From an optimization exercise on the open Yosys and OpenROAD flow, aimed at small area, a short achievable clock period and few clock cycles; shortcuts taken in it are not production practice.
At most, simulation tests tie the RTL to the original design; equivalence was not proved.

==> run a: inputs <==
Design projeto, start of the top module:
module projeto(
    input ck,
    input inicio,
    input rst,
    input [15:0] X,
    input [15:0] A,
    input [15:0] B,
    input [15:0] C,
    output pronto,
    output overflow,
    output [15:0] resultado
);
Settings: LEC_CHECK=0, CAP_MARGIN=20, CORE_MARGIN=2, CORE_UTILIZATION=40, SETUP_SLACK_MARGIN=3.2, SLEW_MARGIN=20; clock period 9.5 ns.
standard.sh (not shown) runs the stock make flow with config.mk's settings and CLKGATE_MAP_FILE= SYNTH_SCRIPT=/design/flow/synth_recipe.tcl, a recipe that flattens the netlist after the stock synthesis.
==> flow/flow/run.sh <==
#!/bin/bash
# Standard ORFS layout with two changes: Yosys's early "abc -fast" is skipped so the
# explicit adder tree in the RTL maps straight onto full-adder cells, and port buffers
# use the smallest buffer.
set -euo pipefail
export SYNTH_ARGS="-noabc"
export BUFFER_PORTS_ARGS="-buffer_cell sky130_fd_sc_hd__buf_1"
bash standard.sh > standard.log 2>&1
==> run b (differences from run a) <==
==> flow/run.sh (new file) <==
#!/bin/bash
# synth_recipe.tcl (not shown) runs the flow's synth.tcl, then flattens the netlist and writes it again
# the make line also repeats each setting of config.mk as NAME=value (left out here)
make -C /OpenROAD-flow-scripts/flow DESIGN_CONFIG=/design/flow/config.mk WORK_HOME=/design/flow/orfs CLKGATE_MAP_FILE= SYNTH_SCRIPT=/design/flow/synth_recipe.tcl finish
- SETUP_SLACK_MARGIN: 3.2 -> default
removed: flow/flow/run.sh
removed: flow/standard.sh
==> summary of the runs <==
Between run a and run b, the lower area after synthesis is in run a (gap about 5.6%, measured against run b).
Routed wire length: run a is lower than run b (about 4.7%).
Clock-buffer cell count is the same in run a and run b.
In run b the clock skew is higher than in run a, by 2.0 ps.
Run b produced a clean layout. Run a went through all stages and came out clean.
No functional check of the RTL was part of any run of this note.

---

==> exp/harbor: inputs <==
projeto, a different RTL version from the one above (not shown whole).
Settings: LEC_CHECK=0, CAP_MARGIN=20, CORE_MARGIN=2, CORE_UTILIZATION=60, CTS_BUF_LIST=sky130_fd_sc_hd__clkbuf_4 sky130_fd_sc_hd__clkbuf_8, SETUP_SLACK_MARGIN=4.0, SLEW_MARGIN=20; clock period 9.5 ns.
==> flow/flow/run.sh <==
#!/bin/bash
# The standard layout (standard.sh) with these changes:
#  - the multiply-add tree, module mac, is laid out from flow/mac_cells.v, the
#    same circuit as mac in rtl/ula.v built from cells by hand (both are
#    generated by gen/mkhand.py), so that its partial products are single
#    NAND gates feeding full-adder cells of inverted polarity;
#  - synthesis skips Yosys's early "abc -fast" (SYNTH_ARGS=-noabc), and its
#    extract_fa looks for full adders only (flow/synth_fa.tcl), leaving the
#    carry-propagate adder to abc;
#  - port buffers use the smallest buffer, but for the X ports (buf_4).
# Registers and their names are those of the standard synthesis.
set -euo pipefail
export SYNTH_ARGS="-noabc"
export BUFFER_PORTS_ARGS="-buffer_cell sky130_fd_sc_hd__buf_1"
# ... except the X ports, whose buffers drive many gates (flow/xbuf.tcl)
export POST_GLOBAL_PLACE_TCL="$PWD/flow/xbuf.tcl"
# design.v with module mac replaced by the cell-level one
awk '/^module mac\(/ {skip = 1} !skip {print} skip && /^endmodule/ {skip = 0}' design.v > design_cells.v
grep -q '^module mac(' design_cells.v && { echo "module mac still in design_cells.v"; exit 1; }
cat flow/mac_cells.v >> design_cells.v
sed "s#CLKGATE_MAP_FILE= #CLKGATE_MAP_FILE= VERILOG_FILES=$PWD/design_cells.v #; s#SYNTH_SCRIPT=[^ ]*#SYNTH_SCRIPT=$PWD/flow/synth_fa.tcl#" standard.sh > standard_cells.sh
grep -q "VERILOG_FILES=$PWD/design_cells.v" standard_cells.sh
grep -q "SYNTH_SCRIPT=$PWD/flow/synth_fa.tcl" standard_cells.sh
bash standard_cells.sh > standard.log 2>&1
==> flow/flow/synth_fa.tcl <==
proc synth {args} { yosys synth -nofsm -noshare {*}$args }
proc extract_fa {args} { yosys extract_fa -fa }
source $::env(SCRIPTS_DIR)/synth.tcl
# left out here: clear keep_hierarchy, flatten, clean up, hide names made inside functions, write 1_2_yosys.v
Other scripts of this flow, unchanged in this note and not shown: flow/flow/mac_cells.v, flow/flow/xbuf.tcl
==> inputs of exp/maple, as changes to exp/harbor <==
--- a/flow/flow/run.sh
+++ b/flow/flow/run.sh
@@ -5,7 +5,5 @@
 #    generated by gen/mkhand.py), so that its partial products are single
 #    NAND gates feeding full-adder cells of inverted polarity;
-#  - synthesis skips Yosys's early "abc -fast" (SYNTH_ARGS=-noabc), and its
-#    extract_fa looks for full adders only (flow/synth_fa.tcl), leaving the
-#    carry-propagate adder to abc;
+#  - synthesis skips Yosys's early "abc -fast" (SYNTH_ARGS=-noabc);
 #  - port buffers use the smallest buffer, but for the X ports (buf_4).
 # Registers and their names are those of the standard synthesis.
@@ -19,6 +17,5 @@
 grep -q '^module mac(' design_cells.v && { echo "module mac still in design_cells.v"; exit 1; }
 cat flow/mac_cells.v >> design_cells.v
-sed "s#CLKGATE_MAP_FILE= #CLKGATE_MAP_FILE= VERILOG_FILES=$PWD/design_cells.v #; s#SYNTH_SCRIPT=[^ ]*#SYNTH_SCRIPT=$PWD/flow/synth_fa.tcl#" standard.sh > standard_cells.sh
+sed "s#CLKGATE_MAP_FILE= #CLKGATE_MAP_FILE= VERILOG_FILES=$PWD/design_cells.v #" standard.sh > standard_cells.sh
 grep -q "VERILOG_FILES=$PWD/design_cells.v" standard_cells.sh
-grep -q "SYNTH_SCRIPT=$PWD/flow/synth_fa.tcl" standard_cells.sh
 bash standard_cells.sh > standard.log 2>&1
Settings changed: GPL_ROUTABILITY_DRIVEN set to 0.
removed: flow/flow/synth_fa.tcl
==> inputs of exp/violet, as changes to exp/harbor <==
--- a/flow/flow/run.sh
+++ b/flow/flow/run.sh
@@ -5,7 +5,5 @@
 #    generated by gen/mkhand.py), so that its partial products are single
 #    NAND gates feeding full-adder cells of inverted polarity;
-#  - synthesis skips Yosys's early "abc -fast" (SYNTH_ARGS=-noabc), and its
-#    extract_fa looks for full adders only (flow/synth_fa.tcl), leaving the
-#    carry-propagate adder to abc;
+#  - synthesis skips Yosys's early "abc -fast" (SYNTH_ARGS=-noabc);
 #  - port buffers use the smallest buffer, but for the X ports (buf_4).
 # Registers and their names are those of the standard synthesis.
@@ -19,6 +17,5 @@
 grep -q '^module mac(' design_cells.v && { echo "module mac still in design_cells.v"; exit 1; }
 cat flow/mac_cells.v >> design_cells.v
-sed "s#CLKGATE_MAP_FILE= #CLKGATE_MAP_FILE= VERILOG_FILES=$PWD/design_cells.v #; s#SYNTH_SCRIPT=[^ ]*#SYNTH_SCRIPT=$PWD/flow/synth_fa.tcl#" standard.sh > standard_cells.sh
+sed "s#CLKGATE_MAP_FILE= #CLKGATE_MAP_FILE= VERILOG_FILES=$PWD/design_cells.v #" standard.sh > standard_cells.sh
 grep -q "VERILOG_FILES=$PWD/design_cells.v" standard_cells.sh
-grep -q "SYNTH_SCRIPT=$PWD/flow/synth_fa.tcl" standard_cells.sh
 bash standard_cells.sh > standard.log 2>&1
Settings changed: PLACE_DENSITY set to 0.75.
removed: flow/flow/synth_fa.tcl
==> comparison table <==
| item | exp/violet | exp/maple | exp/harbor |
|---|---|---|---|
| Worst Reg2Reg Path Length in Cells | 19 | 14 | 15 |
| Required time worst endpoint | 9.74 ns | 9.67 ns | 9.67 ns |
| Share of cell area taken by muxes after synthesis | 7.509% | 7.509% | 7.411% |
| Fraction of area in multi-input gates | 74.81% | 73.86% | 76.40% |
| Via count of the first global-routing pass | 3804 | 3893 | 3939 |
| Cell occurring most often along the worst timing path | - | sky130_fd_sc_hd__fa_1 | sky130_fd_sc_hd__fa_1 |
| Outcome | timing/DRC/antenna clean | timing/DRC/antenna clean | timing/DRC/antenna clean |
| Setup slack, reg-to-reg | 4.11 ns | 4.26 ns | 4.22 ns |
| Slew at the pin with the worst max-slew slack | 0.8590 ns | 1.025 ns | 0.9289 ns |
| Data arrival at the endpoint of the critical path | 5.82 ns | 5.75 ns | 5.72 ns |
| Worst hold margin | 0.8126 ns | 0.7562 ns | 0.6479 ns |
| Initial drt markers | 464 | 278 | 367 |
| Final Skew | 0.003442 ns | 0.007240 ns | 0.002764 ns |
| Worst setup timing slack at the placement stage | 3.438 ns | 3.300 ns | 3.281 ns |
Testbench counts of exp/harbor, summed over its fixed seeds: cycles 4,523.
Testbench counts of exp/maple, summed over its fixed seeds: cycles 4,523.
Testbench counts of exp/violet, summed over its fixed seeds: cycles 4,523.

[static timing again, ports no longer ideal]
The flow's constraints put no driver on any port. The routed layouts listed below were extracted and timed again, unchanged, in two steps. Step 1: set_driving_cell puts a clkbuf_16 on ck and a buf_2 on each other input, an assumption about the parent block. Step 2 moves the port delays by t, midway between the first and last clock arrival at a register: inputs arrive t later, outputs are due t later. That takes back most of the time a late clock gives input paths. a / b / c = no drivers / after step 1 / after step 2; a / b = the first two.
run	t (ns)	setup slack, ns	worst hold slack (ns)
run a	0.283	3.130 / 3.140 / 2.856	0.422 / 0.422 / 0.422
run b	0.281	1.756 / 1.766 / 1.484	0.780 / 0.780 / 0.780
exp/harbor	0.305	3.945 / 3.939 / 3.634	0.648 / 0.648 / 0.648
exp/maple	0.309	3.927 / 3.898 / 3.589	0.756 / 0.756 / 0.756
exp/violet	0.318	3.922 / 3.894 / 3.576	0.813 / 0.813 / 0.813
After both steps setup and hold are still met in every run listed. The setup slack of exp/violet, which loses most, moves by -0.028 ns with the drivers and by -0.346 ns with both steps.
